This design comes from an exercise in tuning for small area, a short achievable clock period and few clock cycles on the open sky130 flow, not from production work.
Function was checked by simulation only, so behaviour that the tests miss may differ from the original.
Power is estimated from default activity; no workload was simulated.

==> flow/design.v (outline; a module is shown in full before it is edited, if it fits) <==
// module matrix_mult_pipelined_10: 2586 lines
// module mm10_fa: 4 lines
module matrix_mult_pipelined_10 #(parameter DATA_WIDTH = 8)(
    input clk,
    input rst,
    input in_valid,
    input [7:0] in_data,
    output reg in_ready,
    output reg out_valid,
    output reg [2*DATA_WIDTH-1:0] out_data
);
  // ...
==> flow/flow/run.sh <==
#!/bin/bash
# Standard layout (the standard.sh: unchanged synthesis and steps), with
# repair_timing asked to keep a larger setup slack than the default, so the
# resizer also speeds up paths that already meet the 10 ns clock.
bash standard.sh SETUP_SLACK_MARGIN=6.8 finish > standard.log 2>&1
==> flow/standard.sh <==
#!/bin/bash
# synth_recipe.tcl (not shown) runs the flow's synth.tcl, then flattens the netlist and writes it again
# the make line also repeats each setting of config.mk as NAME=value (left out here)
make -C /OpenROAD-flow-scripts/flow DESIGN_CONFIG=/design/flow/config.mk WORK_HOME=/design/flow/orfs CLKGATE_MAP_FILE= SYNTH_SCRIPT=/design/flow/synth_recipe.tcl "${@:-finish}"
==> flow/config.mk <==
export PLATFORM = sky130hd
export DESIGN_NAME = matrix_mult_pipelined_10
export DESIGN_NICKNAME = matrix_mult_pipelined_10
export VERILOG_FILES = /design/flow/design.v
export SDC_FILE = /design/flow/constraint.sdc
export NUM_CORES = 4
export LEC_CHECK = 0
export CAP_MARGIN = 20
export CORE_MARGIN = 2
export CORE_UTILIZATION = 65
export CTS_CLUSTER_DIAMETER = 100
export CTS_CLUSTER_SIZE = 25
export PLACE_DENSITY = 0.75
export SLEW_MARGIN = 20
export SYNTH_HIERARCHICAL = 1
export SYNTH_MINIMUM_KEEP_SIZE = 0
==> flow/constraint.sdc <==
create_clock -name core_clock -period 10.0 [get_ports {clk}]
set_input_delay 2.0000 -clock core_clock [delete_from_list [all_inputs] [get_ports {clk}]]
set_output_delay 2.0000 -clock core_clock [all_outputs]
set_load 0.01 [all_outputs]
==> reports/qor.yml, run 1 <==
clocking:
  cts_hold_buffers: 0
  clockRootBuffer: "clkbuf_16"
  htree_levels: 3
flow_run:
  max_cap_violations: 0
yosys:
  synth_area_leaders: "dfxtp_1 (64%), fa_1 (20%), nand2_1 (4.1%)"
  yosysSeqAreaShare: 0.693
  yosys_register_bits: 2020
  syn_area_per_cell_um2: 15.4
  ys_warn_count: 10
grt:
  met3_usage: 0.0403
  grt_max_degree: 55
  grt_pass1_wl_um: 172000
  grt.busiest_layer: "met2"
cells_and_area:
  fillers: 5975
  layout.nonclk_buf_frac: 0.00507
  largest_class: "registers"
  multi_input_cells: 1596
  fin_util: 0.695
place:
  dp_slack_ns: 6.49
  placed_cells: 4938
worst_hold_path:
  hold_class: "flop to flop"
pwr:
  p_sw_mw: 2.38
  pg_comb_mw: 0.0149
  seq_power_share: 0.665
setup_path:
  worst_path_max_delay_cell: "dfrtp_1"
  timing.reg2reg.setup_slack_ns: 6.85
  worstSetupPathType: "flop to primary output"
drt:
  vias_per_cell: 5.15
  wl_met2_um: 54500
timing:
  whs_ns: 0.302
  rsz0062_at_grt: "true"
status:
  status: "timing/DRC/antenna clean"
Testbench counts, summed over its fixed seeds: cycles 10,360.
==> inputs of run 2 (changes only) <==
--- a/flow/design.v
+++ b/flow/design.v
@@ -53,19 +53,17 @@
         if (rst) begin
             ph_t <= 4'd9; ph_u <= 4'd9;
             ix_t <= 4'd0; ix_u <= 4'd0;
             half <= 1'b0;
             cact <= 1'b0;
             trl <= 1'b0;
             e <= 4'd0;
             wr_a <= 1'b0; wr_b <= 1'b0; wr_last <= 1'b0;
-            in_ready <= 1'b0;
         end else begin
-            in_ready <= fire | rdy_nf;
             ph_t <= fire ? p1_t : pn_t;
             ph_u <= fire ? p1_u : pn_u;
             wr_a <= fire & ~half;
             wr_b <= fire & half;
             wr_last <= fire & last;
             if (fire) begin
                 ix_t <= i1_t; ix_u <= i1_u; half <= i1_h;
             end
@@ -73,16 +71,17 @@
             trl <= okc;
             if (okc & ph_u9)
                 e <= 4'd0;
             else if (fail)
                 e <= ph_u;
         end
     end
     always @(posedge clk) din_r <= in_data;
+    always @(posedge clk) in_ready <= fire | rdy_nf;
     reg [7:0] ra [0:99];
     always @(posedge clk) begin
         for (x = 99; x > 0; x = x - 1) ra[x] <= ra[x-1];
         ra[0] <= wr_a ? din_r : ra[99];
     end
     reg [7:0] rb [0:99];    
     always @(posedge clk) begin
         for (k = 0; k < 10; k = k + 1) begin
==> flow/flow/run.sh (replaced) <==
#!/bin/bash
# Standard layout (the standard.sh: unchanged synthesis and steps), with
# repair_timing asked to keep a larger setup slack than the default, so the
# resizer also speeds up paths that already meet the 10 ns clock.
bash standard.sh SETUP_SLACK_MARGIN=6.95 finish > standard.log 2>&1
==> run 2 against run 1 <==
Final cell count rose by 0.14%; critical endpoint is now out_valid; largest cell class unchanged; worst setup slack improved by 0.093 ns; global-route usage barely moved; flip-flop and latch count did not move.
==> reports/qor.yml, run 2 <==
status:
  status: "timing/DRC/antenna clean"
setup_path:
  arrival_ns: 1.19
  worstSetupStartpointType: "flop"
  r2r-start: "q1491$_DFF_P_"
  worst_path_max_delay_cell: "dfrtp_1"
  cpPeakStageDelay_ns: 0.37
  path_buf_inv: 1
  cp_cell_sequence: "buf_2"
  worst-path-max-fanout: 1
  required_ns: 8.00
  end_kind: "primary output"
  crit_family: "flip-flops"
  startpoint: "out_valid$_DFF_PP0_"
  worstSetupPathType: "flop to primary output"
grt:
  grt_max_degree: 60  # +9.1%
  antenna_found_initial: 5
  gr-total-overflow: 0
  grt_pass1_wl_um: 172000  # +0.22%
  grt_pass1_vias: 28000
  grtUsageTotal: 0.253
place:
  io_buffers: 28
  placed_cells: 4912  # -0.53%
  dp_slack_ns: 6.41  # -0.0782 ns
  dp_hpwl_um: 81000
  place_congestion: 0.937
yosys:
  synth_top_cell_by_area: "dfxtp_1"
  synthTopCellsByCount: "dfxtp_1 (1911), nand2_1 (649), fa_1 (593)"
  synth_cells: 3868
  syn_area_per_cell_um2: 15.4  # +0.37%
  synth.most_common_cell: "dfxtp_1"
  synth_area_leaders: "dfxtp_1 (64%), fa_1 (20%), nand2_1 (4.1%)"
  synth_area_mm2: 0.0597
  synthArstFlopShare: 0.0144
  synth_enable_flop_cells: 80
  synth_cell_types: 57
  synth_top_area_frac: 0.641
  yosysSeqAreaShare: 0.694  # +0.000933
  yosys_register_bits: 2020  # unchanged
  synth_fp_nets: 4511
  ys_warn_count: 10  # unchanged
  yosys_most_used_dff: "dfxtp_1"
floorplan:
  die_area_mm2: 0.0942
  core_mm2: 0.0914
  start_util: 0.653
  io_pins: 29
  dieHeight_um: 307
  die_w_um: 307
  num_rows: 111
cells_and_area:
  final_common_cell: "dfxtp_1"
  drive_above_1_share: 0.0903
  finalNonFillerCells: 5073
  register_area_mm2: 0.0415
  antenna_cells: 0
  nets: 4499
  multi_input_area_mm2: 0.0173
  final_cell_mix: "dfxtp_1 (1843), nand2_1 (649), fa_1 (586)"
  fillers: 5839  # -2.3%
  reg.largest.list: "ra x800, rb x800, ah x80"
  fin_util: 0.698  # +0.00367
  areaGrowthSynthToFinish_pct: 6.95
timing:
  drv_slew: 0
  fin_crit_ns: 3.19
  whs_ns: 0.315  # +0.0128 ns
  max_slew_margin: 0.316
  timing.setup.tns_ns: 0
  setup_viol: 0
  period_share: 0.319
  rsz0062_at_grt: "true"
  worstMarginPinSlew_ns: 1.03
  setup_ws_ns: 6.81
  hold_viol: 0
  skew_ns: 0.0319
  fmax_ghz: 0.314
clocking:
  clk_pin_slew_worst_paths_ns: 0.10
  htree_levels: 3  # unchanged
  cts_tree: "yes"
  numCtsBuffers: 90
  clockRootBuffer: "clkbuf_16"
  cts_buffer_depth: 3
  clk_latency_ns: 0.70
  cts.sinks: 2020
  cts_hold_buffers: 0  # unchanged
flow_run:
  max_cap_violations: 0  # unchanged
worst_hold_path:
  hold_start: "rb[7][1]$_DFF_P_"
  hold_class: "flop to flop"
drt:
  ant_nets: 0
  drt-initial-drc-count: 2167
  drc: 0
  vias: 26300
  vias_per_cell: 5.19  # +0.89%
  firstDrtPassIters: 5
  post_drt_wl_per_cell_um: 22.6
  wl_um: 114000
pwr:
  ir_worst_vdd_mv: 0.187
  power_density_mw_per_mm2: 190
  p_leak_nw: 21.2
## run 2: cell count changes after synthesis, moves of 3 or more
cell / before / now
mux2i_1: 3 / 6
nor2_1: 28 / 22
buf_2: 5 / 2
o21ai_1: 4 / 1
xnor2_1: 39 / 35
nand3_1: 16 / 9
## run 2: what timing repair did
action	4_1_cts	5_1_grt
hold endpoints to repair	0	0
setup endpoints to repair	133	131
buffers inserted	7	31
pin swaps	42	56
resized for setup	119	49
## run 2: cell families (layout without fill, tap and decap cells)
group / after synthesis / in the layout / share of synthesized area
AOI/OAI and AO/OA: 66 / 66 / 0.00778
buffers and inverters: 270 / 289 / 0.0172
muxes: 94 / 94 / 0.0176
and+or+nand+nor: 739 / 739 / 0.0496
adders and majority gates: 632 / 632 / 0.207
xor gates and xnor gates: 47 / 47 / 0.00702
DFF: 2020 / 2020 / 0.694
## run 2: cell type report
cell class,count,area share
Sequential cell,2020,0.650
Clock buffer,118,0.0373
Inverter,92,0.00541
Tap cell,1186,0.0233
Multi-Input combinational cell,1578,0.271
Timing Repair Buffer,74,0.0114
Clock inverter,5,0.00120
## run 2: modules after synthesis, one instance, submodules excluded
module	flip-flops and latches	cells inside	area, µm²
mm10_fa	0	1	20.0
matrix_mult_pipelined_10	2020	3276	47800
## run 2: metrics by stage
step / power (mW) / cell area (µm²)
5_1_grt: 12.5 / 63800
4_1_cts: 12.2 / 63300
6_report: 12.1 / 63800
3_5_place_dp: 8.31 / 60800
3_3_place_gp: 8.31 / 60800
2_1_floorplan: 8.30 / 59700
## run 2: report_power, final
part	switching, mW	total (mW)	internal, mW
clock network	2.32	4.00	1.69
registers	0.0200	8.11	8.09
logic	0.00593	0.0137	0.00777
total	2.34	12.1	9.78
## run 2: routing by layer
| metal | vias up | wire length, µm | share of wire | track usage |
|---|---|---|---|---|
| met5 | - | 13 | 0.00011 | 0 |
| met4 | 2 | 6240 | 0.055 | 0.118 |
| met3 | 246 | 6870 | 0.060 | 0.0416 |
| met2 | 948 | 54300 | 0.47 | 0.409 |
| met1 | 13400 | 47100 | 0.41 | 0.338 |
| li1 | 11800 | - | - | - |
## run 2: final timing paths
kind                            slack [ns]  depth (start not counted)          endpoint
worst max-delay path                  6.81                          1         out_valid
worst min-delay path                  0.31                          0  rb[8][1]$_DFF_P_
worst max register to register        6.94                          5     q2078$_DFF_P_
worst min register to register        0.31                          0  rb[8][1]$_DFF_P_
max in group asynchronous             7.91                          2  half$_DFFE_PP0P_
min in group asynchronous             1.69                          2   vp[1]$_DFF_PP0_
Testbench counts of run 2, summed over its fixed seeds: cycles 10,360.
==> inputs of run 3 (changes only) <==
--- a/flow/config.mk
+++ b/flow/config.mk
@@ -9,6 +9,6 @@
 export CORE_MARGIN = 2
 export CORE_UTILIZATION = 65
-export CTS_CLUSTER_DIAMETER = 100
-export CTS_CLUSTER_SIZE = 25
+export CTS_CLUSTER_DIAMETER = 60
+export CTS_CLUSTER_SIZE = 32
 export PLACE_DENSITY = 0.75
 export SLEW_MARGIN = 20
==> run 3 against run 2 <==
Still clean on timing, DRC and antenna; fmax rose by 0.19%; utilization rose by 1.3 points; design area rose by 1.9%; critical path depth did not move; flip-flop and latch count did not move; sequential power barely moved; worst setup slack improved by 0.0060 ns; synthesized cell count did not move; final cell count rose by 0.97%; clock power rose by 23%; largest cell class unchanged; largest power group unchanged; highest routed layer is now met4.
==> reports/qor.yml, run 3 <==
status:
  status: "timing/DRC/antenna clean"
timing:
  max_slew_margin: 0.319  # +0.00351
  setup_viol: 0  # unchanged
  worstMarginPinSlew_ns: 1.02  # -0.00526 ns
  period_share: 0.318  # -0.000595
  drv_slew: 0  # unchanged
  hold_viol: 0  # unchanged
  fin_crit_ns: 3.18  # -0.00595 ns
  skew_ns: 0.0367  # +0.00480 ns
  fmax_ghz: 0.314  # +0.19%
  rsz0062_at_grt: "true"
  timing.setup.tns_ns: 0  # unchanged
setup_path:
  worst_path_max_delay_cell: "dfrtp_1"
  path_buf_inv: 1  # unchanged
  startpoint: "out_valid$_DFF_PP0_"
  worst-path-max-fanout: 1  # unchanged
  r2r-start: "q1695$_DFF_P_"
  required_ns: 8.00  # about the same
  timing.reg2reg.setup_slack_ns: 6.90  # -0.04 ns
  crit_family: "flip-flops"
  crit_path_end: "out_valid"
  cp_cell_sequence: "buf_2"
  arrival_ns: 1.18  # about the same
  r2r-end: "q2117$_DFF_P_"
  worstSetupStartpointType: "flop"
  end_kind: "primary output"
  cpPeakStageDelay_ns: 0.36  # about the same
  worstSetupPathType: "flop to primary output"
  path_depth: 1  # unchanged
  reg2regPathDepth: 8  # +3
drt:
  post_drt_wl_per_cell_um: 22.6  # about the same
  vias: 26500  # +0.59%
  wl_um: 116000  # +1.0%
  firstDrtPassIters: 5  # unchanged
  vias_per_cell: 5.17  # -0.37%
  drt-initial-drc-count: 2266  # +4.6%
  ant_nets: 0  # unchanged
  drc: 0  # unchanged
grt:
  gr-total-overflow: 0  # unchanged
  antenna_found_initial: 3  # -2
  grt_pass1_wl_um: 173000  # +0.46%
  grt_pass1_vias: 28000  # +0.16%
  grtUsageTotal: 0.254  # +0.00147
  grt_max_degree: 60  # unchanged
place:
  dp_hpwl_um: 81000  # unchanged
  place_congestion: 0.937  # unchanged
  io_buffers: 28  # unchanged
  placed_cells: 4912  # unchanged
  place_area_mm2: 0.0608  # unchanged
yosys:
  synth_enable_flop_cells: 80  # unchanged
  synth-simple-area-share: 0.0496  # unchanged
  yosys.area_share.adder: 0.207  # unchanged
  synth_top_area_frac: 0.641  # unchanged
  synth_fp_nets: 4511  # unchanged
  yosys_most_used_dff: "dfxtp_1"
  syn_area_per_cell_um2: 15.4  # unchanged
  synthArstFlopShare: 0.0144  # unchanged
  synthMuxAreaShare: 0.0176  # unchanged
  synth_area_mm2: 0.0597  # unchanged
  synthXorXnorAreaFrac: 0.00702  # unchanged
  synth_top_cell_by_area: "dfxtp_1"
  ys_warn_count: 10  # unchanged
  synth_cell_types: 57  # unchanged
  yosys_register_bits: 2020  # unchanged
  synth_area_leaders: "dfxtp_1 (64%), fa_1 (20%), nand2_1 (4.1%)"
  synth_compound_area_frac: 0.00778  # unchanged
  yosysSeqAreaShare: 0.694  # unchanged
  synth_cells: 3868  # unchanged
  synth.most_common_cell: "dfxtp_1"
  synth_top_family_by_area: "adder cells"
  synthTopCellsByCount: "dfxtp_1 (1911), nand2_1 (649), fa_1 (593)"
pwr:
  p_leak_nw: 21.7  # +2.6%
  power_density_mw_per_mm2: 201  # +5.6%
  ir_worst_vdd_mv: 0.211  # +12%
  p_total_mw: 13.1  # +7.6%
cells_and_area:
  fin_util: 0.712  # +0.0133
  finalNonFillerCells: 5122  # +0.97%
  areaGrowthSynthToFinish_pct: 8.98
  design_area_mm2: 0.0650  # +1.9%
  nets: 4506  # +0.16%
  drive_above_1_share: 0.109  # +0.0189
  reg.largest.list: "ra x800, rb x800, ah x80"
  final_cell_mix: "dfxtp_1 (1837), nand2_1 (649), fa_1 (586)"
  antenna_cells: 0  # unchanged
  final_common_cell: "dfxtp_1"
clocking:
  numCtsBuffers: 99  # +10%
  clockRootBuffer: "clkbuf_16"
  cts_tree: "yes"
  cts_buffer_depth: 3  # unchanged
  clk_pin_slew_worst_paths_ns: 0.10  # about the same
  clk_latency_ns: 0.70  # about the same
  cts.sinks: 2020  # unchanged
  htree_levels: 3  # unchanged
floorplan:
  die_w_um: 307  # unchanged
  start_util: 0.653  # unchanged
  die_area_mm2: 0.0942  # unchanged
  num_rows: 111  # unchanged
  core_mm2: 0.0914  # unchanged
  io_pins: 29  # unchanged
  dieHeight_um: 307  # unchanged
worst_hold_path:
  hold_class: "flop to flop"
flow_run:
  max_cap_violations: 0  # unchanged
==> run 3: logic make-up after synthesis <==
kind of cell    Yosys count
flops                  2020
simple gates            739
fa+ha+maj               632
buf+inv                 270
mux                      94
compound gates           66
xor+xnor                 47
==> run 3: how the worst min path moves through the flow <==
stage	end	start	depth (start not counted)
finish	rb[47][7]$_DFF_P_	rb[46][7]$_DFF_P_	0
CTS	rb[47][7]$_DFF_P_	rb[46][7]$_DFF_P_	0
floorplan	q2073$_DFF_P_	q1471$_DFF_P_	0
global placement	ra[52][0]$_DFF_P_	ra[51][0]$_DFF_P_	0
global route	rb[47][7]$_DFF_P_	rb[46][7]$_DFF_P_	0
detailed placement	ra[44][5]$_DFF_P_	ra[43][5]$_DFF_P_	0
==> run 3: per-layer routing <==
metal  up-vias  wire (µm)  global-route usage
met4         0       6570               0.119
met5         -          0                   0
met1     13400      47500               0.339
li1      11800          -                   -
met2      1027      54300               0.409
met3       279       7260              0.0461
==> run 3: modules after synthesis, one instance, submodules excluded <==
module	area (µm²)	times used	cells inside	flip-flops and latches
mm10_fa	20.0	592	1	0
matrix_mult_pipelined_10	47800	1	3276	2020
==> run 3: report_power, final <==
group | internal, mW | switching [mW] | total [mW]
registers | 8.09 | 0.0198 | 8.11
clock network | 2.13 | 2.80 | 4.92
logic | 0.00777 | 0.00593 | 0.0137
==> run 3: cell type report <==
type	instances	area, µm²
Sequential cell	2020	41500
Fill cell	5701	26400
Multi-Input combinational cell	1578	17300
Clock buffer	107	2580
Tap cell	1186	1480
Clock inverter	67	1080
Timing Repair Buffer	72	709
Inverter	92	345
==> run 3: timing repair <==
item	in CTS	in global routing
endpoints found under the setup margin	141	130
setup buffers	3	33
gates resized for setup	129	46
hold buffers	0	0
pin swaps	40	69
==> run 3: worst register-to-register path, stage by stage (launching register included) <==
cell	delay, ns
dfxtp_2	0.34
fa_1	0.55
fa_1	0.44
fa_1	0.53
fa_2	0.41
xnor2_2	0.16
xnor2_2	0.16
xnor2_2	0.17
xnor2_2	0.25
==> run 3: metrics by stage <==
stage / setup WS, ns / hold WS, ns
floorplan: 7.08 / 0.310
global placement: 6.45 / 0.309
detailed placement: 6.41 / 0.312
CTS: 6.77 / 0.294
global route: 6.76 / 0.306
finish: 6.82 / 0.293
==> inputs of run 4 (changes only) <==
--- a/flow/config.mk
+++ b/flow/config.mk
@@ -6,9 +6,10 @@
 export NUM_CORES = 4
 export LEC_CHECK = 0
+export ABC_AREA = 1
 export CAP_MARGIN = 20
 export CORE_MARGIN = 2
 export CORE_UTILIZATION = 65
-export CTS_CLUSTER_DIAMETER = 60
-export CTS_CLUSTER_SIZE = 32
+export CTS_CLUSTER_DIAMETER = 100
+export CTS_CLUSTER_SIZE = 28
 export PLACE_DENSITY = 0.75
 export SLEW_MARGIN = 20
==> run 4 against run 3 <==
Still clean; sequential share of layout area grew 1.5 points; total power shrank 7.3%; area after synthesis shrank 0.14%; first-iteration DRC count grew 3.9%; fmax shrank 0.15%; highest routed layer unchanged.
==> reports/qor.yml, run 4 <==
clocking:
  cts.sinks: 2020  # unchanged
  htree_levels: 3  # unchanged
  clockRootBuffer: "clkbuf_16"
  clk_latency_ns: 0.70  # about the same
  cts_buffer_depth: 3  # unchanged
  numCtsBuffers: 83  # -16%
  cts_tree: "yes"
  clk_pin_slew_worst_paths_ns: 0.11  # about the same
  cts_hold_buffers: 0  # unchanged
floorplan:
  die_w_um: 307  # about the same
  io_pins: 29  # unchanged
  core_mm2: 0.0912  # -0.15%
  die_area_mm2: 0.0941  # -0.14%
  start_util: 0.653  # about the same
  num_rows: 111  # unchanged
  dieHeight_um: 307  # about the same
cells_and_area:
  register_area_mm2: 0.0415  # about the same
  nets: 4683  # +3.9%
  areaGrowthSynthToFinish_pct: 6.57
  fillers: 5939  # +4.2%
  reg.largest.list: "ra x800, rb x800, ah x80"
  final_common_cell: "dfxtp_1"
  drive_above_1_share: 0.0606  # -0.0486
  fin_util: 0.696  # -0.0157
  final_cell_mix: "dfxtp_1 (1844), nand2_1 (784), fa_1 (591)"
  multi_input_area_mm2: 0.0170  # -1.9%
setup_path:
  worst-path-max-fanout: 1  # unchanged
  arrival_ns: 1.19  # about the same
  worstSetupStartpointType: "flop"
  crit_family: "flip-flops"
  end_kind: "primary output"
  cpPeakStageDelay_ns: 0.38  # +0.02 ns
  path_buf_inv: 1  # unchanged
  required_ns: 8.00  # about the same
  worst_path_max_delay_cell: "dfrtp_1"
  cp_cell_sequence: "buf_6"
  worstSetupPathType: "flop to primary output"
  reg2regPathDepth: 8  # unchanged
  path_depth: 1  # unchanged
yosys:
  yosys_register_bits: 2020  # unchanged
  synth.most_common_cell: "dfxtp_1"
  synthTopCellsByCount: "dfxtp_1 (1911), nand2_1 (787), fa_1 (593)"
  synth_area_mm2: 0.0596  # -0.14%
  synth_top_family_by_area: "adder cells"
  ys_warn_count: 10  # unchanged
  synth_top_area_frac: 0.642  # +0.000888
  synth_fp_nets: 4716  # +4.5%
  yosys_most_used_dff: "dfxtp_1"
  synth_area_leaders: "dfxtp_1 (64%), fa_1 (20%), nand2_1 (5.0%)"
  synthMuxAreaShare: 0  # -0.0176
  syn_area_per_cell_um2: 14.6  # -5.2%
  yosysSeqAreaShare: 0.695  # +0.000961
  synth_compound_area_frac: 0.0115  # +0.00377
  synth-simple-area-share: 0.0604  # +0.0108
  synth_top_cell_by_area: "dfxtp_1"
  yosys.area_share.adder: 0.207  # +0.000287
  synth_cell_types: 32  # -44%
  synthXorXnorAreaFrac: 0.00500  # -0.00203
  synthArstFlopShare: 0.0144  # unchanged
  synth_enable_flop_cells: 80  # unchanged
  synth_cells: 4073  # +5.3%
timing:
  setup_ws_ns: 6.81  # -0.00464 ns
  timing.setup.tns_ns: 0  # unchanged
  period_share: 0.319  # +0.000464
  worstMarginPinSlew_ns: 0.951  # -0.0688 ns
  setup_viol: 0  # unchanged
  fmax_ghz: 0.314  # -0.15%
  fin_crit_ns: 3.19  # +0.00464 ns
  hold_viol: 0  # unchanged
  rsz0062_at_grt: "true"
  drv_slew: 0  # unchanged
  max_slew_margin: 0.366  # +0.0468
  skew_ns: 0.0208  # -0.0159 ns
drt:
  post_drt_wl_per_cell_um: 22.0  # -2.6%
  vias_per_cell: 5.17  # about the same
  maxUsedRoutingLayer: "met4"
  wl_um: 116000  # about the same
  met3_length_um: 6620  # -8.8%
  ant_nets: 0  # unchanged
  wl_met1_um: 47900  # +0.92%
  drt-initial-drc-count: 2354  # +3.9%
  vias: 27200  # +2.8%
  wl_met2_um: 55400  # +2.1%
  firstDrtPassIters: 5  # unchanged
  drc: 0  # unchanged
grt:
  antenna_found_initial: 4  # +1
  grtUsageTotal: 0.255  # +0.00143
  gr-total-overflow: 0  # unchanged
  grt_pass1_wl_um: 175000  # +0.92%
  grt_pass1_vias: 28800  # +2.6%
  grt_max_degree: 57  # -5.0%
flow_run:
  max_cap_violations: 0  # unchanged
pwr:
  power_density_mw_per_mm2: 191  # -5.1%
  p_leak_nw: 21.1  # -2.9%
  p_total_mw: 12.1  # -7.3%
  ir_worst_vdd_mv: 0.185  # -12%
worst_hold_path:
  whs_path_depth: 0  # unchanged
  hold_class: "flop to flop"
place:
  dp_slack_ns: 6.28  # -0.139 ns
  place_congestion: 0.915  # -2.4%
  dp_hpwl_um: 82800  # +2.2%
  io_buffers: 28  # unchanged
status:
  status: "timing/DRC/antenna clean"
-- run 4: cell types whose count changed in the layout (fill, tap and decap cells not counted), sizes merged, moves of 30 or more --
| cell | before | now |
|---|---|---|
| a21oi | 14 | 57 |
| clkinv | 35 | 4 |
| inv | 118 | 154 |
| mux2 | 88 | 0 |
| nand2 | 650 | 790 |
| nand3 | 9 | 39 |
| nor2 | 22 | 78 |
| o21ai | 18 | 70 |
-- run 4: stage by stage --
step	hold WS (ns)	std cells	cell area, µm²
3_5_place_dp	0.312	5115	60800
3_3_place_gp	0.310	5115	60800
4_1_cts	0.315	5236	63200
5_1_grt	0.326	5259	63500
6_report	0.316	5262	63500
2_1_floorplan	0.310	4073	59600
-- run 4: cells by family (layout without fill, tap and decap cells) --
kind of cell               count (synthesis)  in the layout
and+or+nand+nor                          924            924
DFF                                     2020           2020
xor gates and xnor gates                  34             34
buffers and inverters                    330            329
AOI/OAI and AO/OA                        133            134
other                                      0              3
adders and majority gates                632            632
-- run 4: cell type report --
| cell class | count | share of cell area |
|---|---|---|
| Tap cell | 1186 | 0.0234 |
| Clock buffer | 107 | 0.0350 |
| Sequential cell | 2020 | 0.653 |
| Timing Repair Buffer | 64 | 0.00948 |
| Inverter | 147 | 0.00869 |
| Antenna cell | 3 | 0.000118 |
| Multi-Input combinational cell | 1724 | 0.268 |
| Clock inverter | 11 | 0.00262 |
-- run 4: report_power, final --
group          switching (mW)  internal [mW]
logic                  0.0288         0.0148
registers             0.00660           8.10
clock network            2.34           1.61
total                    2.38           9.72
-- run 4: worst paths after layout --
kind                                     start                  end  slack (ns)
setup reg to reg                 q1683$_DFF_P_        q2117$_DFF_P_        6.89
setup / recovery           out_valid$_DFF_PP0_            out_valid        6.81
max in group asynchronous                  rst    ph_u[3]$_DFF_PP1_        7.98
hold reg to reg              rb[45][0]$_DFF_P_    rb[46][0]$_DFF_P_        0.32
hold / removal               rb[45][0]$_DFF_P_    rb[46][0]$_DFF_P_        0.32
min in group asynchronous                  rst  ix_u[0]$_DFFE_PP0P_        1.67
-- run 4: routing by layer --
metal	GRT usage	up-vias
met1	0.348	13800
li1	-	12300
met4	0.117	0
met3	0.0352	226
met5	0	-
met2	0.414	928
-- run 4: modules after synthesis, one instance, submodules excluded --
module                    cells  flip-flops and latches
matrix_mult_pipelined_10   3481                    2020
mm10_fa                       1                       0
-- run 4: what timing repair did --
action                     4_1_cts  5_1_grt
gates cloned                     1        0
pin swaps                       39       48
buffers inserted                 2       23
gates resized for setup        122       35
setup endpoints to repair      125       81
==> inputs of run 5 (changes only) <==
--- a/flow/config.mk
+++ b/flow/config.mk
@@ -6,11 +6,10 @@
 export NUM_CORES = 4
 export LEC_CHECK = 0
-export ABC_AREA = 1
 export CAP_MARGIN = 20
 export CORE_MARGIN = 2
-export CORE_UTILIZATION = 65
+export CORE_UTILIZATION = 60
 export CTS_CLUSTER_DIAMETER = 100
 export CTS_CLUSTER_SIZE = 28
-export PLACE_DENSITY = 0.75
+export PLACE_DENSITY = 0.7
 export SLEW_MARGIN = 20
 export SYNTH_HIERARCHICAL = 1
==> run 5 against run 4 <==
Clock skew increased by 0.0094 ns; utilization decreased by 4.8 points; die area increased by 8.4%; count of clock-buffer cells in the layout increased by 3; routed wire length decreased by 2.7%; critical path type unchanged.
==> reports/qor.yml, run 5 <==
timing:
  worstMarginPinSlew_ns: 0.906  # -0.0455 ns
  skew_ns: 0.0302  # +0.00939 ns
  max_slew_margin: 0.395  # +0.0295
  timing.setup.tns_ns: 0  # unchanged
  hold_viol: 0  # unchanged
  fin_crit_ns: 3.18  # -0.00606 ns
  fmax_ghz: 0.314  # +0.19%
  rsz0062_at_grt: "true"
  setup_viol: 0  # unchanged
  drv_slew: 0  # unchanged
  period_share: 0.318  # -0.000606
grt:
  grtUsageTotal: 0.230  # -0.0255
  grt_max_degree: 56  # -1.8%
  antenna_found_initial: 6  # +2
  grt_pass1_wl_um: 170000  # -2.9%
  grt_pass1_vias: 27300  # -5.0%
  gr-total-overflow: 0  # unchanged
setup_path:
  crit_path_end: "out_valid"
  end_kind: "primary output"
  worst_path_max_delay_cell: "dfrtp_1"
  crit_family: "flip-flops"
  r2r-start: "q1507$_DFF_P_"
  timing.reg2reg.setup_slack_ns: 6.97  # +0.08 ns
  path_buf_inv: 1  # unchanged
  worst-path-max-fanout: 1  # unchanged
  worstSetupPathType: "flop to primary output"
  required_ns: 8.00  # about the same
  cp_cell_sequence: "buf_2"
  reg2regPathDepth: 5  # -3
  cpPeakStageDelay_ns: 0.36  # -0.02 ns
  worstSetupStartpointType: "flop"
  r2r-end: "q2081$_DFF_P_"
  arrival_ns: 1.18  # about the same
  path_depth: 1  # unchanged
  startpoint: "out_valid$_DFF_PP0_"
clocking:
  clockRootBuffer: "clkbuf_16"
  htree_levels: 3  # unchanged
  cts_buffer_depth: 3  # unchanged
  cts_tree: "yes"
  clk_latency_ns: 0.72  # +0.02 ns
  numCtsBuffers: 83  # unchanged
  clk_pin_slew_worst_paths_ns: 0.10  # about the same
  cts_hold_buffers: 0  # unchanged
  cts.sinks: 2020  # unchanged
worst_hold_path:
  hold_class: "flop to flop"
  whs_path_depth: 0  # unchanged
  hold_start: "ra[70][5]$_DFF_P_"
floorplan:
  dieHeight_um: 319  # +4.1%
  core_mm2: 0.0984  # +7.9%
  num_rows: 115  # +3.6%
  io_pins: 29  # unchanged
  die_w_um: 319  # +4.1%
  die_area_mm2: 0.102  # +8.4%
  start_util: 0.606  # -0.0468
cells_and_area:
  final_cell_mix: "dfxtp_1 (1840), nand2_1 (649), fa_1 (587)"
  antenna_cells: 0  # -3
  final_common_cell: "dfxtp_1"
  reg.largest.list: "ra x800, rb x800, ah x80"
  finalNonFillerCells: 5168  # -1.8%
  areaGrowthSynthToFinish_pct: 6.81
  drive_above_1_share: 0.0884  # +0.0277
  nets: 4487  # -4.2%
pwr:
  power_density_mw_per_mm2: 189  # -0.89%
  p_sw_mw: 2.36  # -0.88%
  p_int_mw: 9.68  # -0.44%
  p_comb_frac: 0.001  # -0.003
  clockPowerShare: 0.325  # -0.002
  ir_worst_vdd_mv: 0.183  # -1.1%
  seq_power_share: 0.674  # +0.004
  switching_share: 0.196  # -0.000692
  p_leak_nw: 21.1  # -0.18%
drt:
  wl_met1_um: 48500  # +1.1%
  firstDrtPassIters: 5  # unchanged
  wl_met2_um: 51400  # -7.2%
  drc: 0  # unchanged
  ant_nets: 0  # unchanged
  vias_per_cell: 5.01  # -3.1%
  drt-initial-drc-count: 1913  # -19%
  maxUsedRoutingLayer: "met4"
  vias: 25900  # -4.8%
  wl_um: 113000  # -2.7%
  post_drt_wl_per_cell_um: 21.8  # -0.98%
  met3_length_um: 6420  # -2.9%
yosys:
  synthTopCellsByCount: "dfxtp_1 (1911), nand2_1 (649), fa_1 (593)"
  synth_cells: 3868  # -5.0%
  synth.most_common_cell: "dfxtp_1"
  synth_fp_nets: 4511  # -4.3%
  ys_warn_count: 10  # unchanged
  synth_top_area_frac: 0.641  # -0.000888
  synth_area_mm2: 0.0597  # +0.14%
  synthArstFlopShare: 0.0144  # unchanged
  yosysSeqAreaShare: 0.694  # -0.000961
  yosys_most_used_dff: "dfxtp_1"
  syn_area_per_cell_um2: 15.4  # +5.4%
  synth_area_leaders: "dfxtp_1 (64%), fa_1 (20%), nand2_1 (4.1%)"
  yosys_register_bits: 2020  # unchanged
  synth_top_cell_by_area: "dfxtp_1"
  synth_cell_types: 57  # +78%
  synth_enable_flop_cells: 80  # unchanged
place:
  placed_cells: 5018  # -1.9%
  io_buffers: 28  # unchanged
  dp_hpwl_um: 81700  # -1.4%
  place_congestion: 0.894  # -2.3%
status:
  status: "timing/DRC/antenna clean"
flow_run:
  max_cap_violations: 0  # unchanged
[run 5: cell types whose count changed in the layout (fill, tap and decap cells not counted), sizes merged, moves of 30 or more]
cell and change:
a21oi -43, nand2 -140, mux2 +88, nor2 -56, inv -58, nand3 -30
o21ai -52
[run 5: worst min path at each step]
stage	to	slack, ns
after floorplan	q2073$_DFF_P_	0.31
after global placement	ra[62][1]$_DFF_P_	0.31
after detailed placement	ra[29][6]$_DFF_P_	0.31
after CTS	ra[21][6]$_DFF_P_	0.32
after global routing	ra[21][6]$_DFF_P_	0.32
final	ra[71][5]$_DFF_P_	0.31
[run 5: layer usage]
metal / vias up / GRT usage
met5: - / 0
met3: 229 / 0.0382
met4: 0 / 0.111
met1: 13100 / 0.313
met2: 813 / 0.363
li1: 11700 / -
[run 5: kinds of logic (layout without fill, tap and decap cells)]
logic type / Yosys count / after routing / synth area share
buffers and inverters: 270 / 283 / 0.0172
xor gates and xnor gates: 47 / 47 / 0.00702
adders and majority gates: 632 / 632 / 0.207
and+or+nand+nor: 739 / 739 / 0.0496
muxes: 94 / 94 / 0.0176
DFF: 2020 / 2020 / 0.694
AOI/OAI and AO/OA: 66 / 66 / 0.00778
[run 5: cell type report]
cell class                      instances  area, µm²
Clock inverter                         12        181
Sequential cell                      2020      41500
Fill cell                            7090      34700
Clock buffer                          110       2180
Multi-Input combinational cell       1578      17300
Timing Repair Buffer                   69        611
Inverter                               92        345
Tap cell                             1287       1610
[run 5: stage by stage]
stage	worst slack (ns)	hold slack [ns]	cell area, µm²	util	power, mW
floorplan	7.08	0.310	59700	-	8.30
global placement	6.39	0.309	61000	0.620	8.31
detailed placement	6.43	0.312	61000	0.620	8.31
CTS	6.77	0.322	63500	0.645	12.1
global route	6.76	0.318	63700	0.648	12.4
finish	6.82	0.313	63700	0.648	12.0
[run 5: modules after synthesis (local to each module, per instance)]
module | area (µm²) | flip-flops and latches | copies in the design
matrix_mult_pipelined_10 | 47800 | 2020 | 1
mm10_fa | 20.0 | 0 | 592
[run 5: repair_timing]
action / in CTS / in global routing
pin swaps: 44 / 55
setup endpoints to repair: 138 / 111
resized for setup: 130 / 39
endpoints found under the hold margin: 0 / 0
buffers inserted: 12 / 16
[run 5: power by group through the flow]
stage	registers (mW)	clock network (mW)	logic, mW
CTS	8.11	4.01	0.0146
detailed placement	8.30	0	0.0147
finish	8.11	3.91	0.0142
floorplan	8.29	0	0.0116
global placement	8.30	0	0.0146
global route	8.12	4.28	0.0163
==> inputs of run 6 (changes only) <==
--- a/flow/config.mk
+++ b/flow/config.mk
@@ -8,8 +8,8 @@
 export CAP_MARGIN = 20
 export CORE_MARGIN = 2
-export CORE_UTILIZATION = 60
+export CORE_UTILIZATION = 65
 export CTS_CLUSTER_DIAMETER = 100
 export CTS_CLUSTER_SIZE = 28
-export PLACE_DENSITY = 0.7
+export PLACE_DENSITY = 0.68
 export SLEW_MARGIN = 20
 export SYNTH_HIERARCHICAL = 1
==> run 6 against run 5 <==
Clock skew up 0.011 ns; area after synthesis did not move; flip-flop and latch count stayed put; final cell count decreased by 1.6%; largest cell class unchanged; critical path type is now flop to flop; largest power group unchanged; global-route usage grew 3.2 points; highest routed layer unchanged.
==> reports/qor.yml, run 6 <==
grt:
  gr-total-overflow: 0  # unchanged
  grtUsageTotal: 0.262  # +0.0325
  grt_pass1_wl_um: 179000  # +5.3%
  grt_max_degree: 56  # unchanged
  grt_pass1_vias: 28700  # +5.0%
  antenna_found_initial: 2  # -4
cells_and_area:
  areaGrowthSynthToFinish_pct: 7.26
  finalNonFillerCells: 5084  # -1.6%
  nets: 4504  # +0.38%
  drive_above_1_share: 0.0937  # +0.00528
  fillers: 5826  # -18%
  final_common_cell: "dfxtp_1"
  final_cell_mix: "dfxtp_1 (1841), nand2_1 (649), fa_1 (585)"
  reg.largest.list: "ra x800, rb x800, ah x80"
pwr:
  seq_power_share: 0.666  # -0.008
  ir_worst_vdd_mv: 0.251  # +37%
  power_density_mw_per_mm2: 190  # +0.76%
  p_comb_frac: 0.001  # about the same
  switching_share: 0.199  # +0.00355
  p_sw_mw: 2.43  # +3.0%
  p_leak_nw: 21.3  # +1.1%
  clockPowerShare: 0.333  # +0.008
  p_int_mw: 9.75  # +0.74%
yosys:
  synth_top_area_frac: 0.641  # unchanged
  syn_area_per_cell_um2: 15.4  # unchanged
  synthTopCellsByCount: "dfxtp_1 (1911), nand2_1 (649), fa_1 (593)"
  synth_area_leaders: "dfxtp_1 (64%), fa_1 (20%), nand2_1 (4.1%)"
  synth_cell_types: 57  # unchanged
  synth.most_common_cell: "dfxtp_1"
  synth_area_mm2: 0.0597  # unchanged
  synth_fp_nets: 4511  # unchanged
  synth_enable_flop_cells: 80  # unchanged
  ys_warn_count: 10  # unchanged
  synth_top_cell_by_area: "dfxtp_1"
  synthArstFlopShare: 0.0144  # unchanged
  yosys_register_bits: 2020  # unchanged
  yosys_most_used_dff: "dfxtp_1"
  synth_cells: 3868  # unchanged
  yosysSeqAreaShare: 0.694  # unchanged
drt:
  vias_per_cell: 5.18  # +3.3%
  drt-initial-drc-count: 1810  # -5.4%
  drc: 0  # unchanged
  wl_um: 121000  # +7.7%
  post_drt_wl_per_cell_um: 23.8  # +9.5%
  ant_nets: 0  # unchanged
  vias: 26300  # +1.6%
  firstDrtPassIters: 5  # unchanged
timing:
  drv_slew: 0  # unchanged
  fmax_ghz: 0.306  # -2.6%
  period_share: 0.327  # +0.00847
  skew_ns: 0.0414  # +0.0112 ns
  max_slew_margin: 0.248  # -0.148
  worstMarginPinSlew_ns: 1.12  # +0.219 ns
  setup_viol: 0  # unchanged
  setup_ws_ns: 6.73  # -0.0847 ns
  hold_viol: 0  # unchanged
  fin_crit_ns: 3.27  # +0.0847 ns
  timing.setup.tns_ns: 0  # unchanged
  rsz0062_at_grt: "true"
flow_run:
  max_cap_violations: 0  # unchanged
floorplan:
  die_w_um: 307  # -3.9%
  start_util: 0.653  # +0.0467
  core_mm2: 0.0914  # -7.1%
  die_area_mm2: 0.0942  # -7.6%
  io_pins: 29  # unchanged
  num_rows: 111  # -3.5%
  dieHeight_um: 307  # -3.9%
setup_path:
  worstSetupStartpointType: "flop"
  reg2regPathDepth: 8  # +3
  startpoint: "q1682$_DFF_P_"
  arrival_ns: 3.85  # +2.67 ns
  r2r-start: "q1682$_DFF_P_"
  end_kind: "flop"
  required_ns: 10.59  # +2.59 ns
  worst-path-max-fanout: 1  # unchanged
  r2r-end: "q2117$_DFF_P_"
  timing.reg2reg.setup_slack_ns: 6.73  # -0.24 ns
  worstSetupPathType: "flop to flop"
clocking:
  numCtsBuffers: 84  # +1.2%
  cts.sinks: 2020  # unchanged
  cts_hold_buffers: 0  # unchanged
  clockRootBuffer: "clkbuf_16"
  htree_levels: 3  # unchanged
  clk_pin_slew_worst_paths_ns: 0.11  # about the same
  cts_tree: "yes"
  cts_buffer_depth: 3  # unchanged
  clk_latency_ns: 0.73  # about the same
worst_hold_path:
  hold_start: "ra[33][2]$_DFF_P_"
  hold_class: "flop to flop"
  whs_path_depth: 0  # unchanged
  whs_endpoint: "ra[34][2]$_DFF_P_"
status:
  status: "timing/DRC/antenna clean"
place:
  dp_hpwl_um: 86600  # +6.1%
  place_congestion: 0.897  # +0.27%
  io_buffers: 28  # unchanged
  placed_cells: 4921  # -1.9%
  dp_slack_ns: 6.41  # -0.0142 ns
==> run 6: cell counts after synthesis <==
No cell type changed its count.
==> run 6: layout make-up <==
cell class                 count  area (µm²)  share of cell area
tap                         1186        1480              0.0232
timing repair buffer          85         901              0.0141
clock buffer                 108        2210              0.0346
clock inverter                14         264             0.00412
sequential                  2020       41500               0.648
multi-input combinational   1578       17300               0.271
inverter                      92         345             0.00540
antenna                        1        2.50           0.0000391
==> run 6: critical path, stage by stage, from the launching register on <==
cell and delay, ns:
dfxtp_1 0.34, fa_1 0.51, fa_1 0.60, fa_1 0.45, fa_2 0.38, xnor2_2 0.24, xnor2_2 0.16, xnor2_1 0.13
xnor2_1 0.31
==> run 6: per-stage QoR <==
step / utilization / power [mW] / area [µm²] / hold slack, ns
2_1_floorplan: - / 8.30 / 59700 / 0.310
3_3_place_gp: 0.666 / 8.31 / 60900 / 0.309
3_5_place_dp: 0.666 / 8.31 / 60900 / 0.312
4_1_cts: 0.695 / 12.2 / 63500 / 0.307
5_1_grt: 0.700 / 12.5 / 64000 / 0.316
6_report: 0.700 / 12.2 / 64000 / 0.315
==> run 6: cell families (layout without fill, tap and decap cells) <==
| group | Yosys count | after routing | synth area share |
|---|---|---|---|
| xor+xnor | 47 | 47 | 0.00702 |
| compound gates | 66 | 66 | 0.00778 |
| buf+inv | 270 | 299 | 0.0172 |
| other cells | 0 | 1 | 0 |
| simple gates | 739 | 739 | 0.0496 |
| fa+ha+maj | 632 | 632 | 0.207 |
| mux | 94 | 94 | 0.0176 |
| flops | 2020 | 2020 | 0.694 |
==> run 6: how the worst max path moves through the flow <==
stage / end / slack [ns]
global placement: ix_t[3]$_DFFE_PP0P_ / 6.32
floorplan: q2078$_DFF_P_ / 7.08
detailed placement: half$_DFFE_PP0P_ / 6.41
global route: q2117$_DFF_P_ / 6.72
finish: q2117$_DFF_P_ / 6.73
CTS: out_valid / 6.73
==> run 6: Yosys stat by module (local to each module, per instance) <==
| module | cells inside | cell area [µm²] |
|---|---|---|
| matrix_mult_pipelined_10 | 3276 | 47800 |
| mm10_fa | 1 | 20.0 |
==> run 6: power groups by stage <==
stage / clock network [mW] / registers, mW / logic (mW)
6_report: 4.05 / 8.11 / 0.0155
5_1_grt: 4.40 / 8.12 / 0.0168
4_1_cts: 4.11 / 8.11 / 0.0154
3_5_place_dp: 0 / 8.30 / 0.0153
3_3_place_gp: 0 / 8.30 / 0.0136
2_1_floorplan: 0 / 8.29 / 0.0116
==> run 6: timing repair <==
action | CTS | global route
hold endpoints to repair | 0 | 0
pin swaps | 51 | 41
gates resized for setup | 146 | 23
setup buffers | 9 | 31
endpoints found under the setup margin | 136 | 114
cloned | 0 | 0
==> run 6: per-layer routing <==
layer	global-route usage	vias up	share of wire
li1	-	11800	-
met1	0.356	13500	0.42
met2	0.430	867	0.48
met3	0.0378	212	0.051
met4	0.109	0	0.045
met5	0	-	0
==> inputs of run 7 (changes only) <==
--- a/flow/config.mk
+++ b/flow/config.mk
@@ -11,5 +11,5 @@
 export CTS_CLUSTER_DIAMETER = 100
 export CTS_CLUSTER_SIZE = 28
-export PLACE_DENSITY = 0.68
+export PLACE_DENSITY = 0.82
 export SLEW_MARGIN = 20
 export SYNTH_HIERARCHICAL = 1
==> run 7 against run 6 <==
Still clean on timing, DRC and antenna; sequential power about the same; sequential share of layout area increased by 0.30 points; clock skew decreased by 0.014 ns; clock power decreased by 3%; synthesized cell count unchanged; routed wire length decreased by 2.6%; die area unchanged; flip-flop and latch count unchanged; fmax increased by 2.7%; utilization decreased by 0.31 points; first-iteration DRC count increased by 28%; worst hold slack got worse by 0.0023 ns.
==> reports/qor.yml, run 7 <==
grt:
  antenna_found_initial: 5  # +3
  gr-total-overflow: 0  # unchanged
  met2_usage: 0.423  # -0.00721
  met3_usage: 0.0482  # +0.0104
  grt_use_met1: 0.331  # -0.0258
  grt_max_degree: 56  # unchanged
  grt.busiest_layer: "met2"
  grt_pass1_wl_um: 175000  # -2.2%
  grt_pass1_vias: 28700  # -0.14%
  grtUsageTotal: 0.256  # -0.00625
cells_and_area:
  design_area_mm2: 0.0637  # -0.44%
  register_area_mm2: 0.0415  # about the same
  finalNonFillerCells: 5067  # -0.33%
  areaGrowthSynthToFinish_pct: 6.80
  drive_above_1_share: 0.0902  # -0.00346
  reg.largest.list: "ra x800, rb x800, ah x80"
  nets: 4492  # -0.27%
  fillers: 5690  # -2.3%
  multi_input_area_mm2: 0.0173  # +0.14%
  final_cell_mix: "dfxtp_1 (1842), nand2_1 (649), fa_1 (584)"
  final_common_cell: "dfxtp_1"
flow_run:
  max_cap_violations: 0  # unchanged
drt:
  drc: 0  # unchanged
  wl_um: 118000  # -2.6%
  post_drt_wl_per_cell_um: 23.3  # -2.2%
  ant_nets: 0  # unchanged
  vias: 26700  # +1.3%
  vias_per_cell: 5.26  # +1.6%
  firstDrtPassIters: 6  # +1
  drt-initial-drc-count: 2322  # +28%
yosys:
  yosys_register_bits: 2020  # unchanged
  syn_area_per_cell_um2: 15.4  # unchanged
  yosys_most_used_dff: "dfxtp_1"
  synth_top_cell_by_area: "dfxtp_1"
  synth_area_leaders: "dfxtp_1 (64%), fa_1 (20%), nand2_1 (4.1%)"
  synthArstFlopShare: 0.0144  # unchanged
  yosysSeqAreaShare: 0.694  # unchanged
  synthTopCellsByCount: "dfxtp_1 (1911), nand2_1 (649), fa_1 (593)"
  synth_cell_types: 57  # unchanged
  synth_fp_nets: 4511  # unchanged
  synth.most_common_cell: "dfxtp_1"
  synth_area_mm2: 0.0597  # unchanged
  ys_warn_count: 10  # unchanged
  synth_cells: 3868  # unchanged
  synth_top_area_frac: 0.641  # unchanged
  synth_enable_flop_cells: 80  # unchanged
setup_path:
  worst-path-max-fanout: 1  # unchanged
  path_buf_inv: 1  # +1
  worstSetupPathType: "flop to primary output"
  crit_family: "flip-flops"
  worst_path_max_delay_cell: "dfrtp_1"
  cpPeakStageDelay_ns: 0.37  # -0.23 ns
  worstSetupStartpointType: "flop"
  arrival_ns: 1.18  # -2.67 ns
  cp_cell_sequence: "buf_2"
  end_kind: "primary output"
  required_ns: 8.00  # -2.59 ns
clocking:
  htree_levels: 3  # unchanged
  numCtsBuffers: 82  # -2.4%
  clockRootBuffer: "clkbuf_16"
  cts_hold_buffers: 0  # unchanged
  clk_pin_slew_worst_paths_ns: 0.11  # about the same
  cts_buffer_depth: 3  # unchanged
  clk_latency_ns: 0.70  # -0.03 ns
  cts.sinks: 2020  # unchanged
  cts_tree: "yes"
timing:
  worstMarginPinSlew_ns: 1.00  # -0.123 ns
  fmax_ghz: 0.314  # +2.7%
  setup_ws_ns: 6.82  # +0.0845 ns
  timing.setup.tns_ns: 0  # unchanged
  period_share: 0.318  # -0.00845
  drv_slew: 0  # unchanged
  setup_viol: 0  # unchanged
  skew_ns: 0.0277  # -0.0137 ns
  fin_crit_ns: 3.18  # -0.0845 ns
  rsz0062_at_grt: "true"
  hold_viol: 0  # unchanged
  max_slew_margin: 0.331  # +0.0839
place:
  place_congestion: 0.971  # +8.3%
  placed_cells: 4911  # -0.20%
  dp_hpwl_um: 82400  # -5.0%
  place_area_mm2: 0.0608  # -0.14%
  io_buffers: 28  # unchanged
  dp_slack_ns: 6.46  # +0.0469 ns
floorplan:
  io_pins: 29  # unchanged
  num_rows: 111  # unchanged
  dieHeight_um: 307  # unchanged
  start_util: 0.653  # unchanged
  die_area_mm2: 0.0942  # unchanged
  die_w_um: 307  # unchanged
  core_mm2: 0.0914  # unchanged
pwr:
  ir_worst_vdd_mv: 0.206  # -18%
  power_density_mw_per_mm2: 189  # -0.69%
  p_leak_nw: 21.2  # -0.73%
  p_total_mw: 12.0  # -1.1%
worst_hold_path:
  hold_class: "flop to flop"
status:
  status: "timing/DRC/antenna clean"
==> run 7: cell count changes in the layout (fill, tap and decap cells not counted), moves of 2 or more <==
cell and change:
buf_12 -6, buf_4 -3, clkbuf_16 -2, clkinv_8 -2
dfxtp_2 -5, dfxtp_4 +4, inv_16 -3, xnor2_1 -2
xnor2_2 +2
==> run 7: logic make-up after synthesis <==
logic type,synth area share
XOR/XNOR,0.00702
AND/OR/NAND/NOR,0.0496
AO/OA/AOI/OAI,0.00778
adder cells (fa/ha/maj),0.207
flip-flops,0.694
multiplexers,0.0176
buffers and inverters,0.0172
==> run 7: final timing paths <==
path                                     start                 to  slack, ns  cells after the start
min in group asynchronous                  rst     wr_a$_DFF_PP0_       1.70                      2
setup / recovery           out_valid$_DFF_PP0_          out_valid       6.82                      1
max in group asynchronous                  rst   e[2]$_DFFE_PP0P_       7.88                      2
setup reg to reg                 q1690$_DFF_P_      q2117$_DFF_P_       6.94                      8
hold reg to reg              ra[20][7]$_DFF_P_  ra[21][7]$_DFF_P_       0.31                      0
hold / removal               ra[20][7]$_DFF_P_  ra[21][7]$_DFF_P_       0.31                      0
==> run 7: per-stage QoR <==
stage,hold WS [ns],utilization
4_1_cts,0.324,0.692
3_5_place_dp,0.312,0.665
3_3_place_gp,0.310,0.665
5_1_grt,0.323,0.697
2_1_floorplan,0.310,-
6_report,0.313,0.697
==> run 7: final cells by class <==
cell class,instances,area share
clock inverters,7,0.00222
well taps,1186,0.0233
diodes,1,0.0000393
clock buffers,108,0.0342
repair buffers,75,0.0117
flip-flops and latches,2020,0.651
multi-input cells,1578,0.272
inverters,92,0.00542
==> run 7: power breakdown <==
| group | total, mW | switching (mW) | internal, mW |
|---|---|---|---|
| combinational | 0.0142 | 0.00641 | 0.00778 |
| clock | 3.91 | 2.34 | 1.57 |
| sequential | 8.11 | 0.0204 | 8.09 |
==> run 7: per-module statistics from Yosys (local to each module, per instance) <==
module,cells,area [µm²],copies in the design
matrix_mult_pipelined_10,3276,47800,1
mm10_fa,1,20.0,592
==> run 7: layer usage <==
layer | vias to the layer above | wire [µm] | part of all wire
met5 | - | 0 | 0
met3 | 261 | 8210 | 0.070
met1 | 13500 | 46300 | 0.39
met4 | 0 | 6270 | 0.053
li1 | 11700 | - | -
met2 | 1147 | 57300 | 0.49
==> run 7: what timing repair did <==
action                                  CTS  global route
hold endpoints to repair                  0             0
setup buffers                            10            30
gates resized for setup                 129            45
endpoints found under the setup margin  143           125
pin swaps                                42            68
==> inputs of run 8 (changes only) <==
--- a/flow/config.mk
+++ b/flow/config.mk
@@ -11,5 +11,5 @@
 export CTS_CLUSTER_DIAMETER = 100
 export CTS_CLUSTER_SIZE = 28
-export PLACE_DENSITY = 0.82
+export PLACE_DENSITY = 0.75
 export SLEW_MARGIN = 20
 export SYNTH_HIERARCHICAL = 1
==> run 8 against run 7 <==
Area after synthesis stayed put; highest routed layer unchanged; total power is 0.44% lower; critical path depth stayed put; still clean on timing, DRC and antenna; final cell count hardly changed; largest cell class unchanged.
==> reports/qor.yml, run 8 <==
status:
  status: "timing/DRC/antenna clean"
yosys:
  synthTopCellsByCount: "dfxtp_1 (1911), nand2_1 (649), fa_1 (593)"
  synth_area_leaders: "dfxtp_1 (64%), fa_1 (20%), nand2_1 (4.1%)"
  syn_area_per_cell_um2: 15.4  # unchanged
  synthArstFlopShare: 0.0144  # unchanged
  yosysSeqAreaShare: 0.694  # unchanged
  synthXorXnorAreaFrac: 0.00702  # unchanged
  synth_top_family_by_area: "adder cells"
  yosys_register_bits: 2020  # unchanged
  synth_enable_flop_cells: 80  # unchanged
  synthMuxAreaShare: 0.0176  # unchanged
  synth_cell_types: 57  # unchanged
  synth_cells: 3868  # unchanged
  yosys.area_share.adder: 0.207  # unchanged
  synth_compound_area_frac: 0.00778  # unchanged
  synth-simple-area-share: 0.0496  # unchanged
  synth_fp_nets: 4511  # unchanged
  ys_warn_count: 10  # unchanged
  synth_area_mm2: 0.0597  # unchanged
  synth_top_area_frac: 0.641  # unchanged
  yosys_most_used_dff: "dfxtp_1"
  synth.most_common_cell: "dfxtp_1"
  synth_top_cell_by_area: "dfxtp_1"
drt:
  drc: 0  # unchanged
  post_drt_wl_per_cell_um: 22.4  # -4.0%
  vias_per_cell: 5.17  # -1.8%
  drt-initial-drc-count: 2175  # -6.3%
  vias: 26200  # -1.9%
  firstDrtPassIters: 5  # -1
  wl_um: 113000  # -4.1%
  ant_nets: 0  # unchanged
setup_path:
  reg2regPathDepth: 5  # -3
  end_kind: "primary output"
  crit_family: "flip-flops"
  startpoint: "out_valid$_DFF_PP0_"
  cp_cell_sequence: "buf_2"
  worstSetupPathType: "flop to primary output"
  path_buf_inv: 1  # unchanged
  required_ns: 8.00  # about the same
  worst_path_max_delay_cell: "dfrtp_1"
  path_depth: 1  # unchanged
  r2r-end: "q1621$_DFF_P_"
  r2r-start: "ah[1][2]$_DFFE_PP_"
  crit_path_end: "out_valid"
  arrival_ns: 1.16  # -0.02 ns
  worst-path-max-fanout: 1  # unchanged
  worstSetupStartpointType: "flop"
  cpPeakStageDelay_ns: 0.36  # about the same
  timing.reg2reg.setup_slack_ns: 6.96  # +0.02 ns
place:
  place_congestion: 0.937  # -3.5%
  placed_cells: 4912  # +0.020%
  io_buffers: 28  # unchanged
  dp_hpwl_um: 81000  # -1.6%
timing:
  worstMarginPinSlew_ns: 0.999  # -0.00197 ns
  timing.setup.tns_ns: 0  # unchanged
  hold_viol: 0  # unchanged
  period_share: 0.316  # -0.00199
  rsz0062_at_grt: "true"
  skew_ns: 0.0292  # +0.00144 ns
  max_slew_margin: 0.333  # +0.00131
  drv_slew: 0  # unchanged
  fmax_ghz: 0.316  # +0.63%
  setup_viol: 0  # unchanged
  fin_crit_ns: 3.16  # -0.0199 ns
grt:
  grtUsageTotal: 0.248  # -0.00782
  antenna_found_initial: 2  # -3
  grt_max_degree: 60  # +7.1%
  gr-total-overflow: 0  # unchanged
  grt_pass1_wl_um: 170000  # -2.7%
  grt_pass1_vias: 27700  # -3.2%
clocking:
  clk_latency_ns: 0.69  # about the same
  numCtsBuffers: 82  # unchanged
  htree_levels: 3  # unchanged
  cts_tree: "yes"
  cts.sinks: 2020  # unchanged
  cts_buffer_depth: 3  # unchanged
  clk_pin_slew_worst_paths_ns: 0.10  # about the same
  clockRootBuffer: "clkbuf_16"
cells_and_area:
  nets: 4484  # -0.18%
  final_cell_mix: "dfxtp_1 (1839), nand2_1 (649), fa_1 (585)"
  reg.largest.list: "ra x800, rb x800, ah x80"
  finalNonFillerCells: 5062  # -0.099%
  areaGrowthSynthToFinish_pct: 6.62
  fillers: 5866  # +3.1%
  final_common_cell: "dfxtp_1"
  drive_above_1_share: 0.0883  # -0.00195
pwr:
  ir_worst_vdd_mv: 0.267  # +30%
  p_leak_nw: 21.1  # -0.28%
  p_total_mw: 12.0  # -0.44%
  power_density_mw_per_mm2: 188  # -0.28%
flow_run:
  max_cap_violations: 0  # unchanged
floorplan:
  dieHeight_um: 307  # unchanged
  die_w_um: 307  # unchanged
  start_util: 0.653  # unchanged
  die_area_mm2: 0.0942  # unchanged
  num_rows: 111  # unchanged
  core_mm2: 0.0914  # unchanged
  io_pins: 29  # unchanged
worst_hold_path:
  hold_class: "flop to flop"
[run 8: cell families (layout without fill, tap and decap cells)]
group	after synthesis	after routing
multiplexers	94	94
AO/OA/AOI/OAI	66	66
AND/OR/NAND/NOR	739	739
buffers and inverters	270	277
other	0	1
XOR/XNOR	47	47
flip-flops	2020	2020
adder cells (fa/ha/maj)	632	632
[run 8: how the worst min path moves through the flow]
| stage | start | to | slack [ns] | cells past startpoint |
|---|---|---|---|---|
| floorplan | q1471$_DFF_P_ | q2073$_DFF_P_ | 0.31 | 0 |
| global placement | ra[51][0]$_DFF_P_ | ra[52][0]$_DFF_P_ | 0.31 | 0 |
| detailed placement | ra[43][5]$_DFF_P_ | ra[44][5]$_DFF_P_ | 0.31 | 0 |
| CTS | rb[91][3]$_DFF_P_ | rb[92][3]$_DFF_P_ | 0.31 | 0 |
| global route | rb[87][6]$_DFF_P_ | rb[88][6]$_DFF_P_ | 0.33 | 0 |
| finish | rb[87][6]$_DFF_P_ | rb[88][6]$_DFF_P_ | 0.31 | 0 |
[run 8: worst register-to-register path, delay by kind of cell (launching register included)]
family        cells  cell delay (ns)
flops             1             0.62
simple gates      1             0.16
fa+ha+maj         4             2.15
[run 8: report_power, final]
group	internal, mW	switching, mW
combinational	0.00776	0.00590
sequential	8.09	0.0197
clock	1.55	2.31
total	9.65	2.34
[run 8: per-layer routing]
metal | vias up | wire length [µm] | GRT usage
li1 | 11700 | - | -
met2 | 982 | 53200 | 0.398
met4 | 0 | 6210 | 0.121
met3 | 224 | 7040 | 0.0405
met1 | 13200 | 46800 | 0.335
met5 | - | 0 | 0
[run 8: per-module statistics from Yosys, one instance, submodules excluded]
module / copies in the design / cells / area (µm²) / flops+latches
matrix_mult_pipelined_10: 1 / 3276 / 47800 / 2020
mm10_fa: 592 / 1 / 20.0 / 0
[run 8: final cells by class]
cell class	count	area (µm²)	area share
antenna	1	2.50	0.0000393
clock buffer	108	2150	0.0338
clock inverter	10	148	0.00232
inverter	92	345	0.00543
multi-input combinational	1578	17300	0.272
sequential	2020	41500	0.652
tap	1186	1480	0.0233
timing repair buffer	67	689	0.0108
[run 8: metrics by stage]
stage | hold slack [ns] | setup slack (ns) | util | area [µm²]
5_1_grt | 0.326 | 6.78 | 0.696 | 63600
4_1_cts | 0.312 | 6.79 | 0.692 | 63200
6_report | 0.312 | 6.84 | 0.696 | 63600
3_5_place_dp | 0.312 | 6.41 | 0.666 | 60800
2_1_floorplan | 0.310 | 7.08 | - | 59700
3_3_place_gp | 0.309 | 6.45 | 0.666 | 60800
[run 8: timing repair]
action,4_1_cts,5_1_grt
setup endpoints to repair,136,125
hold buffers,0,0
buffers inserted,4,27
resized for setup,133,39
pin swaps,46,51
==> inputs of run 9 (changes only) <==
==> flow/flow/run.sh (replaced) <==
#!/bin/bash
# Standard layout (the standard.sh: unchanged synthesis and steps), with
# repair_timing asked to keep a larger setup slack than the default, so the
# resizer also speeds up paths that already meet the 10 ns clock.
bash standard.sh SETUP_SLACK_MARGIN=7.1 finish > standard.log 2>&1
==> run 9 against run 8 <==
Flip-flop and latch count unchanged; worst hold slack better by 0.0022 ns; highest routed layer is now met5; still clean; area after synthesis unchanged; utilization up 1.1 points; sequential share of layout area down 0.86 points; critical endpoint unchanged; routed wire length up 2.5%; global-route usage up 0.41 points; synthesized cell count unchanged.
==> reports/qor.yml, run 9 <==
status:
  status: "timing/DRC/antenna clean"
yosys:
  synth_cell_types: 57  # unchanged
  yosysSeqAreaShare: 0.694  # unchanged
  synth.most_common_cell: "dfxtp_1"
  yosys_register_bits: 2020  # unchanged
  synth_cells: 3868  # unchanged
  synthTopCellsByCount: "dfxtp_1 (1911), nand2_1 (649), fa_1 (593)"
  synth_area_leaders: "dfxtp_1 (64%), fa_1 (20%), nand2_1 (4.1%)"
  synth_enable_flop_cells: 80  # unchanged
  syn_area_per_cell_um2: 15.4  # unchanged
  synth_top_area_frac: 0.641  # unchanged
  synthArstFlopShare: 0.0144  # unchanged
  synth_area_mm2: 0.0597  # unchanged
  synth_fp_nets: 4511  # unchanged
  synth_top_cell_by_area: "dfxtp_1"
  ys_warn_count: 10  # unchanged
  yosys_most_used_dff: "dfxtp_1"
drt:
  firstDrtPassIters: 7  # +2
  vias: 26500  # +1.4%
  ant_nets: 0  # unchanged
  drc: 0  # unchanged
  vias_per_cell: 5.17  # about the same
  drt-initial-drc-count: 2318  # +6.6%
  post_drt_wl_per_cell_um: 22.6  # +1.0%
  wl_um: 116000  # +2.5%
place:
  place_congestion: 0.925  # -1.3%
  dp_hpwl_um: 81700  # +0.84%
  placed_cells: 4911  # -0.020%
  dp_slack_ns: 6.43  # +0.0165 ns
  io_buffers: 28  # unchanged
cells_and_area:
  fillers: 5778  # -1.5%
  multi_input_area_mm2: 0.0175  # +1.3%
  fin_util: 0.708  # +0.0115
  finalNonFillerCells: 5133  # +1.4%
  final_common_cell: "dfxtp_1"
  register_area_mm2: 0.0416  # +0.31%
  antenna_cells: 0  # -1
  nets: 4557  # +1.6%
  areaGrowthSynthToFinish_pct: 8.38
  final_cell_mix: "dfxtp_1 (1805), nand2_1 (640), fa_1 (545)"
  reg.largest.list: "ra x800, rb x800, ah x80"
  drive_above_1_share: 0.129  # +0.0412
flow_run:
  max_cap_violations: 0  # unchanged
setup_path:
  worst_path_max_delay_cell: "dfrtp_1"
  worst-path-max-fanout: 1  # unchanged
  r2r-start: "q1682$_DFF_P_"
  end_kind: "primary output"
  worstSetupStartpointType: "flop"
  timing.reg2reg.setup_slack_ns: 6.84  # -0.12 ns
  cpPeakStageDelay_ns: 0.38  # +0.02 ns
  reg2regPathDepth: 8  # +3
  path_buf_inv: 1  # unchanged
  required_ns: 8.00  # about the same
  r2r-end: "q2117$_DFF_P_"
  cp_cell_sequence: "buf_2"
  worstSetupPathType: "flop to primary output"
  path_depth: 1  # unchanged
  crit_family: "flip-flops"
  arrival_ns: 1.19  # +0.03 ns
floorplan:
  io_pins: 29  # unchanged
  die_area_mm2: 0.0942  # unchanged
  core_mm2: 0.0914  # unchanged
  dieHeight_um: 307  # unchanged
  num_rows: 111  # unchanged
  start_util: 0.653  # unchanged
  die_w_um: 307  # unchanged
clocking:
  htree_levels: 3  # unchanged
  clockRootBuffer: "clkbuf_16"
  numCtsBuffers: 82  # unchanged
  cts_tree: "yes"
  clk_latency_ns: 0.70  # about the same
  cts_hold_buffers: 0  # unchanged
  clk_pin_slew_worst_paths_ns: 0.11  # about the same
  cts_buffer_depth: 3  # unchanged
  cts.sinks: 2020  # unchanged
pwr:
  power_density_mw_per_mm2: 186  # -1.4%
  ir_worst_vdd_mv: 0.222  # -17%
  p_leak_nw: 21.5  # +2.1%
worst_hold_path:
  whs_endpoint: "rb[58][7]$_DFF_P_"
  hold_start: "rb[57][7]$_DFF_P_"
  whs_path_depth: 0  # unchanged
  hold_class: "flop to flop"
timing:
  skew_ns: 0.0275  # -0.00169 ns
  hold_viol: 0  # unchanged
  period_share: 0.319  # +0.00310
  fmax_ghz: 0.313  # -0.97%
  timing.setup.tns_ns: 0  # unchanged
  max_slew_margin: 0.280  # -0.0532
  setup_viol: 0  # unchanged
  drv_slew: 0  # unchanged
  setup_ws_ns: 6.81  # -0.0310 ns
  worstMarginPinSlew_ns: 1.08  # +0.0765 ns
  fin_crit_ns: 3.19  # +0.0310 ns
  whs_ns: 0.314  # +0.00221 ns
  rsz0062_at_grt: "true"
grt:
  gr-total-overflow: 0  # unchanged
  grt_pass1_wl_um: 171000  # +0.88%
  grt_pass1_vias: 28000  # +0.80%
  antenna_found_initial: 6  # +4
  grtUsageTotal: 0.252  # +0.00406
  grt_max_degree: 56  # -6.7%
## run 9: cell counts after synthesis
No cell type changed its count.
## run 9: how the worst max path moves through the flow
stage                                    from                   to
after floorplan                 q1489$_DFF_P_        q2078$_DFF_P_
after global placement               in_valid  ix_t[3]$_DFFE_PP0P_
after detailed placement             in_valid     half$_DFFE_PP0P_
after CTS                 out_valid$_DFF_PP0_            out_valid
after global routing      out_valid$_DFF_PP0_            out_valid
final                     out_valid$_DFF_PP0_            out_valid
## run 9: logic make-up (layout without fill, tap and decap cells)
kind of cell    count (synthesis)  in the layout  share of synthesized area
buf+inv                       270            348                     0.0172
mux                            94             94                     0.0176
simple gates                  739            739                     0.0496
xor+xnor                       47             47                    0.00702
compound gates                 66             67                    0.00778
fa+ha+maj                     632            632                      0.207
flops                        2020           2020                      0.694
## run 9: repair_timing
item | 4_1_cts | 5_1_grt
gates resized for setup | 201 | 111
buffers inserted | 59 | 45
pin swaps | 91 | 81
setup endpoints to repair | 182 | 145
gates cloned | 0 | 1
## run 9: power breakdown
| part | leakage [nW] | switching [mW] | internal, mW |
|---|---|---|---|
| Clock | 1.13 | 2.32 | 1.58 |
| Sequential | 16.3 | 0.0197 | 8.08 |
| Combinational | 4.08 | 0.00649 | 0.00773 |
## run 9: layout make-up
cell class              instances  share of cell area
flip-flops and latches       2020               0.644
multi-input cells            1579               0.271
clock buffers                 109              0.0340
well taps                    1186              0.0229
repair buffers                139              0.0210
inverters                      92             0.00534
clock inverters                 8             0.00209
## run 9: modules after synthesis (local to each module, per instance)
module	copies in the design	area (µm²)
matrix_mult_pipelined_10	1	47800
mm10_fa	592	20.0
## run 9: routing by layer
metal  global-route usage  up-vias  share of wire  routed length [µm]
met2                0.408      984           0.48               55100
met4                0.113        2          0.052                6070
met1                0.343    13400           0.41               47600
met3               0.0393      229          0.062                7180
li1                     -    11900              -                   -
met5                    0        -        0.00015                  17
## run 9: through the flow
step	power, mW	instance area [µm²]
floorplan	8.30	59700
global placement	8.31	60800
detailed placement	8.32	60800
CTS	12.1	63800
global route	12.4	64700
finish	12.0	64700

Check on run 9: ideal ports give 6.808 ns setup slack; a clkbuf_16 on the clock port and buf_2 on the inputs give 6.739 ns; moving port delays by the midpoint clock arrival (0.756 ns) as well gives 6.720 ns.
